What follows belongs to an exercise in optimizing a design on an open flow for small area; a production flow would make more cautious choices. RTL that was checked went through simulation tests only; none was proved equivalent to the original. Power and IR drop assume default switching activity.

## Sobel
module Sobel
#(
    parameter IMAGE_W   =   128  ,
    parameter IMAGE_H   =   480  ,
    parameter IMAGE_DW  =   8
)
(
    input                           InVideoClk  ,
    input                           InVideoVs   ,
    input                           InVideoDe   ,
    input   [IMAGE_DW -1 :0]        InVideoData ,
    output                          OutVideoVs  ,
    output                          OutVideoDe  ,
    output  [IMAGE_DW -1 :0]        OutVideoData
);
Size in the first run: about 2600 cells after synthesis.
clock: 8.0 ns
lec_check: 0
cap_margin: 20
cell_pad_in_sites_detail_placement: 0
cell_pad_in_sites_global_placement: 0
core_margin: 2
core_utilization: 55
cts_buf_list: sky130_fd_sc_hd__clkbuf_16
cts_cluster_diameter: 90
cts_cluster_size: 34
slew_margin: 20
standard.sh (not shown) runs the stock make flow with config.mk's settings and CLKGATE_MAP_FILE= SYNTH_SCRIPT=/design/flow/synth_recipe.tcl, a recipe that flattens the netlist after the stock synthesis.
==> flow/flow/run.sh <==
#!/bin/bash
# The standard layout (standard.sh, unchanged), with two changes:
# - after the standard synthesis, flow/invopt.py moves inverters around the
#   full-adder cells (a full adder fed the complements of its inputs gives
#   the complements of its outputs), which removes inverters; registers and
#   all other cells stay as the standard synthesis made them;
# - the buffers on the input and output ports are the smallest buffer,
#   sky130_fd_sc_hd__buf_1, instead of a delay buffer.
# Each step's full log is in orfs/logs/; the other tools' output goes to
# standard_synth.log, invopt.log and standard.log.
set -euo pipefail
R=orfs/results/sky130hd/Sobel/base
bash standard.sh synth > standard_synth.log 2>&1
cp $R/1_2_yosys.v $R/1_2_yosys.standard.v
python3 flow/invopt.py $R/1_2_yosys.standard.v $R/1_2_yosys.v > invopt.log 2>&1
touch $R/1_2_yosys.v
bash standard.sh "BUFFER_PORTS_ARGS=-buffer_cell sky130_fd_sc_hd__buf_1" finish > standard.log 2>&1
Other scripts of this flow, unchanged in this note and not shown: flow/flow/invopt.py
The baseline completed with no timing, DRC or antenna violations.
Then changed:
- CELL_PAD_IN_SITES_DETAIL_PLACEMENT: 0 -> not set
- CELL_PAD_IN_SITES_GLOBAL_PLACEMENT: 0 -> not set
- CORE_UTILIZATION: 55 -> 60
- CTS_CLUSTER_DIAMETER: 90 -> 100
- CTS_CLUSTER_SIZE: 34 -> 32
- PLACE_DENSITY: not set -> 0.75
=> The changed run completed with no timing, DRC or antenna violations; final area hardly moves; wire length increases by 13%; count of clock-buffer cells in the layout increases by 6; total power increases by about 4%; clock skew increases by 12 ps; utilization increases by 5.2 points; hold slack gains 3.4 ps; die area decreases by 8.2%; non-clock buffer count increases by 5; sequential power is about the same.
Then changed:
- CTS_CLUSTER_DIAMETER: 100 -> 90
- CTS_CLUSTER_SIZE: 32 -> 34
- PLACE_DENSITY: 0.75 -> not set
Area after synthesis stays the same.
Die area stays the same.
Worst setup slack gets better by 170 ps.
Critical path depth stays the same.
Utilization drops by 0.16 points.
Then changed:
- CTS_CLUSTER_DIAMETER: 90 -> 100
- CTS_CLUSTER_SIZE: 34 -> 32
- GPL_TIMING_DRIVEN: not set -> 0
Effect: The changed run finished clean; combinational power is higher by about 2.4%; cell count went up by about 1%; non-clock buffer count rose by 42; utilization came out higher by 1.0 points; worst hold slack improved by 8.2 ps; global-route usage hardly moves; sequential share of layout area fell by 1.4 points; register-to-register slack gets worse by 40 ps; routed wire length went down by 1.2%.


## run A
Another version of the RTL of Sobel (not shown whole).
Size: ~2,700 cells after synthesis, roughly 2,200 flip-flops, about 68,000 µm² of cells after synthesis.
==> flow/design.v (excerpt) <==
module Sobel
#(
    parameter IMAGE_W   =   128  ,
    parameter IMAGE_H   =   480  ,
    parameter IMAGE_DW  =   8
)
(
    input                           InVideoClk  ,
    input                           InVideoVs   ,
    input                           InVideoDe   ,
    input   [IMAGE_DW -1 :0]        InVideoData ,
    output                          OutVideoVs  ,
    output                          OutVideoDe  ,
    output  [IMAGE_DW -1 :0]        OutVideoData
);
export LEC_CHECK = 0
export CAP_MARGIN = 20
export CORE_MARGIN = 2
export CORE_UTILIZATION = 60
export CTS_BUF_LIST = sky130_fd_sc_hd__clkbuf_16
export CTS_CLUSTER_DIAMETER = 80
export CTS_CLUSTER_SIZE = 36
export SLEW_MARGIN = 20
create_clock -name core_clock -period 8.0 [get_ports {InVideoClk}]
run.sh (not shown) runs the stock make flow with config.mk's settings and CLKGATE_MAP_FILE= SYNTH_SCRIPT=/design/flow/synth_recipe.tcl, a recipe that flattens the netlist after the stock synthesis.
Stock flow here: none of the scripts above is used.
Run A finished every stage and its layout cleared the timing, design-rule and antenna checks.
Inputs modified between run A and run B:
# run A
export LEC_CHECK = 0
export CAP_MARGIN = 20
export CORE_MARGIN = 2
export CORE_UTILIZATION = 60
export CTS_BUF_LIST = sky130_fd_sc_hd__clkbuf_16
export CTS_CLUSTER_DIAMETER = 80
export CTS_CLUSTER_SIZE = 36
export SLEW_MARGIN = 20
create_clock -name core_clock -period 8.0 [get_ports {InVideoClk}]
# run B
export LEC_CHECK = 0
export CAP_MARGIN = 20
export CORE_MARGIN = 2
export CORE_UTILIZATION = 60
export CTS_BUF_LIST = sky130_fd_sc_hd__clkbuf_16
export CTS_CLUSTER_DIAMETER = 100
export CTS_CLUSTER_SIZE = 32
export SLEW_MARGIN = 20
create_clock -name core_clock -period 8.0 [get_ports {InVideoClk}]
==> summary.txt <==
- For sequential portion of the cell area, run A and run B come out practically identical.
- ~same count of placed standard cells in the final layout, fillers left out in run A and run B
- Run A ended up with u_SquareRoot.rS5_Rem[5]$_DFF_P_ as its critical path endpoint; run B ended up with u_SquareRoot.rOut[0]$_SDFF_PP1_.
- On clock-pin transition on the worst setup and hold timing paths, run A tracks run B almost exactly.
- Delta (run B minus run A): total non-filler cell area in the finished layout comparable, data required time of the worst path went up 30 ps.
Edits applied to the flow inputs when going from run B to run C:
# run B
export LEC_CHECK = 0
export CAP_MARGIN = 20
export CORE_MARGIN = 2
export CORE_UTILIZATION = 60
export CTS_BUF_LIST = sky130_fd_sc_hd__clkbuf_16
export CTS_CLUSTER_DIAMETER = 100
export CTS_CLUSTER_SIZE = 32
export SLEW_MARGIN = 20
create_clock -name core_clock -period 8.0 [get_ports {InVideoClk}]
# run C
export LEC_CHECK = 0
export CAP_MARGIN = 20
export CORE_MARGIN = 2
export CORE_UTILIZATION = 60
export CTS_BUF_LIST = sky130_fd_sc_hd__clkbuf_8
export CTS_CLUSTER_DIAMETER = 50
export CTS_CLUSTER_SIZE = 20
export SLEW_MARGIN = 20
create_clock -name core_clock -period 8.0 [get_ports {InVideoClk}]
- Clock buffer count was lower in run B than in run C.
- Delta (run C minus run B): post-CTS clock slew at the launch and capture registers of the worst setup and hold paths went down; layout overhead on the synthesized area increased 1.6 points.
diff inputs: run C => run D
# run C
export LEC_CHECK = 0
export CAP_MARGIN = 20
export CORE_MARGIN = 2
export CORE_UTILIZATION = 60
export CTS_BUF_LIST = sky130_fd_sc_hd__clkbuf_8
export CTS_CLUSTER_DIAMETER = 50
export CTS_CLUSTER_SIZE = 20
export SLEW_MARGIN = 20
create_clock -name core_clock -period 8.0 [get_ports {InVideoClk}]
# run D
export LEC_CHECK = 0
export ABC_AREA = 1
export CAP_MARGIN = 20
export CORE_MARGIN = 2
export CORE_UTILIZATION = 60
export CTS_BUF_LIST = sky130_fd_sc_hd__clkbuf_16
export CTS_CLUSTER_DIAMETER = 100
export CTS_CLUSTER_SIZE = 32
export SLEW_MARGIN = 20
create_clock -name core_clock -period 8.0 [get_ports {InVideoClk}]
==> summary.txt <==
As far as area after detailed placement is concerned, run D and run C perform about the same.
On die footprint, run D tracks run C almost exactly.
Between run D and run C, the half-perimeter wire length after placement figures differ only marginally.
Against run C, run D reports a setup slack that is lower.
Final RePlAce weighted congestion: run D vs run C down 0.032
Relative to run C, post-layout instance area has decreased by about 1.3% in run D.
Count of filler cells inserted in the layout for run D: 1.1% up relative to run C
Run D and run C ended up with nearly the same switching share of power.
Run D ended up with u_SquareRoot.rOut[0]$_SDFF_PP1_ as its end of the critical path; run C ended up with u_SquareRoot.rS5_Rem[4]$_DFF_P_.
Clock slew seen by the registers of the worst setup and hold paths delta (run C -> run D): insignificant
No functional check of the RTL was part of any run of this note.

re-timing with driven ports:
The flow's constraints put no driver on any port. The routed layouts listed below were extracted and timed again, unchanged, in two steps.
Step 1 assumes that a clkbuf_16 drives the clock port and a buf_2 every other input.
Step 2 moves the port delays by t, midway between the first and last clock arrival at a register: inputs arrive t later, outputs are due t later. That takes back most of the time a late clock gives input paths.
a / b / c = ideal / step 1 / step 2; a / b = the first two.
| run | t, ns | slack for setup (ns) | worst setup path after step 2 |
|---|---|---|---|
| the first run of note 1 | 0.736 | 0.393 / 0.327 / 0.425 | register to register |
| the second run of note 1 | 0.747 | 0.220 / 0.155 / 0.341 | register to register |
| the third run of note 1 | 0.734 | 0.390 / 0.318 / 0.441 | register to register |
| the fourth run of note 1 | 0.743 | 0.324 / 0.363 / -0.380 | input to register |
| run A | 0.735 | 0.745 / 0.745 / 0.658 | input to register |
| run B | 0.744 | 0.728 / 0.728 / 0.628 | input to register |
| run C | 0.891 | 0.763 / 0.763 / 0.581 | input to register |
| run D | 0.740 | 0.722 / 0.722 / 0.341 | input to register |
Met with ideal ports but missed after step 2: setup timing in the fourth run of note 1. The setup slack of the fourth run of note 1, which loses most, moves by +0.039 ns with the drivers and by -0.704 ns with both steps.
